This is an optimization exercise on Yosys and OpenROAD, whose aim is small area, not a production implementation. RTL that was checked went through simulation tests only; none was proved equivalent to the original. No activity file was given, so power comes from the tool's default toggle rates.

// MemChecker
module MemChecker(
  input          clock,
  input          reset,
  output [31:0]  io_mem_address,
  output [63:0]  io_mem_byteenable,
  output         io_mem_read,
  input  [511:0] io_mem_readdata,
  input  [1:0]   io_mem_response,
  output         io_mem_write,
  output [511:0] io_mem_writedata,
  input          io_mem_waitrequest,
  input          io_mem_readdatavalid,
  input          io_mem_writeresponsevalid,
  output [7:0]   io_mem_burstcount,
  output         io_ctrl_AW_ready,
  input          io_ctrl_AW_valid,
  input  [7:0]   io_ctrl_AW_bits_addr,
  input  [2:0]   io_ctrl_AW_bits_prot,
  output         io_ctrl_W_ready,
  input          io_ctrl_W_valid,
  input  [31:0]  io_ctrl_W_bits_wdata,
  input  [3:0]   io_ctrl_W_bits_wstrb,
  input          io_ctrl_B_ready,
  output         io_ctrl_B_valid,
  output [1:0]   io_ctrl_B_bits,
  output         io_ctrl_AR_ready,
  input          io_ctrl_AR_valid,
  input  [7:0]   io_ctrl_AR_bits_addr,
  input  [2:0]   io_ctrl_AR_bits_prot,
  input          io_ctrl_R_ready,
  output         io_ctrl_R_valid,
  output [31:0]  io_ctrl_R_bits_rdata,
  output [1:0]   io_ctrl_R_bits_rresp
);
clock: 10.0 ns
lec_check: 0
abc_area: 0
cap_margin: 30
core_area: 3 3 647 197
die_area: 0 0 650 200
slew_margin: 30
run.sh (not shown) runs the stock make flow with config.mk's settings and CLKGATE_MAP_FILE= SYNTH_SCRIPT=/design/flow/synth_recipe.tcl, a recipe that flattens the netlist after the stock synthesis.
Change:
CAP_MARGIN = 15   (was 30)
CORE_AREA = default   (was 3 3 647 197)
CORE_MARGIN = 2   (was default)
CORE_UTILIZATION = 65   (was default)
DIE_AREA = default   (was 0 0 650 200)
PLACE_DENSITY = 0.75   (was default)
SLEW_MARGIN = 15   (was 30)
What happened:
- The changed run stopped in 3_2_place_iop
- synthesized cell count is unchanged
- synthesized area stays the same
Function was not checked in any run of this note: the RTL went through the layout flow alone.

---

MemChecker, a different RTL version from the one above (not shown whole).
For scale: ~4000 cells after synthesis, ~640 flip-flops, roughly 1200 I/O pins.
export LEC_CHECK = 0
export ABC_AREA = 0
export CAP_MARGIN = 30
export CORE_AREA = 3 3 422 422
export DIE_AREA = 0 0 425 425
export PLACE_DENSITY = 0.9
export SLEW_MARGIN = 30
create_clock -name core_clock -period 10.0 [get_ports {clock}]
standard.sh (not shown) runs the stock make flow with config.mk's settings and CLKGATE_MAP_FILE= SYNTH_SCRIPT=/design/flow/synth_recipe.tcl, a recipe that flattens the netlist after the stock synthesis.
==> flow/flow/run.sh <==
#!/bin/bash
# Layout flow: the standard flow (standard.sh) with these changes to how the layout is built:
#  - synthesis is standard.sh's own, except that ABC maps the logic with an area-oriented
#    script (flow/abc_area_nf.script) instead of ORFS's abc_speed.script; the flip-flops,
#    their names and cell types come out as in the standard synthesis;
#  - the port buffers that buffer_ports inserts use the smallest buffer cell (buf_1);
#  - clock tree synthesis runs without dummy loads.
# Output: synth.log (synthesis), standard.log (the rest of the flow); ORFS's logs under orfs/logs.
set -euo pipefail
work=$(pwd)
rm -rf "$work/orfs_scripts"
cp -r "$FLOW_HOME/scripts" "$work/orfs_scripts"
cp "$work/flow/abc_area_nf.script" "$work/orfs_scripts/abc_speed.script"
SCRIPTS_DIR="$work/orfs_scripts" bash standard.sh synth > synth.log 2>&1
export BUFFER_PORTS_ARGS="-buffer_cell sky130_fd_sc_hd__buf_1"
export CTS_ARGS="-sink_clustering_enable -repair_clock_nets -dont_use_dummy_load -buf_list {sky130_fd_sc_hd__clkbuf_4 sky130_fd_sc_hd__clkbuf_8}"
bash standard.sh > standard.log 2>&1
==> flow/flow/abc_area_nf.script <==
&get -n
&st
&dch
&nf -a
&put
The baseline produced a clean layout.
Then changed:
CAP_MARGIN = 20   (was 30)
PLACE_DENSITY = 0.75   (was 0.9)
SLEW_MARGIN = 20   (was 30)
Cell count is about the same.
Power goes up by 0.84%.
Design area goes down by 0.64%.
Clock skew goes up by 0.012 ns.
Global-route usage goes down by 0.40 points.
Combinational power rises by about 2%.
Then changed:
CAP_MARGIN = 30   (was 20)
SLEW_MARGIN = 30   (was 20)
After rerunning: Core utilization goes up by 0.15 points. Wire length stays flat. Hold slack hardly moves. Cell area goes up by 0.54%. Via count goes down by 0.32%. Area after synthesis does not change.

## what the ideal ports hide
No port has a modelled driver above. Below, the same layouts with a new extraction and two added sets of constraints. Step 1, drivers: a clkbuf_16 drives clock and a buf_2 each remaining input, both assumed. Step 2 moves the port delays by t, midway between the first and last clock arrival at a register: inputs arrive t later, outputs are due t later. That takes back most of the time a late clock gives input paths. Slacks: no drivers / after step 1 / after step 2; pairs: no drivers / after step 1.
| run | shift t [ns] | setup slack, ns | worst register clock-pin slew, ns | pins driven straight from the clock port |
|---|---|---|---|---|
| the first run of note 1 | 0.741 | 2.313 / 2.215 / 2.744 | 0.10 / 0.10 | 1 |
| the first run of note 2 | 0.737 | 1.466 / 1.451 / 0.714 | 0.08 / 0.08 | 1 |
| the second run of note 2 | 0.741 | 1.538 / 1.547 / 0.806 | 0.07 / 0.07 | 1 |
| the third run of note 2 | 0.726 | 1.472 / 1.481 / 0.755 | 0.07 / 0.07 | 1 |
After both steps setup and hold are still met in every run listed. The setup slack of the first run of note 2, which loses most, moves by -0.015 ns with the drivers and by -0.752 ns with both steps.
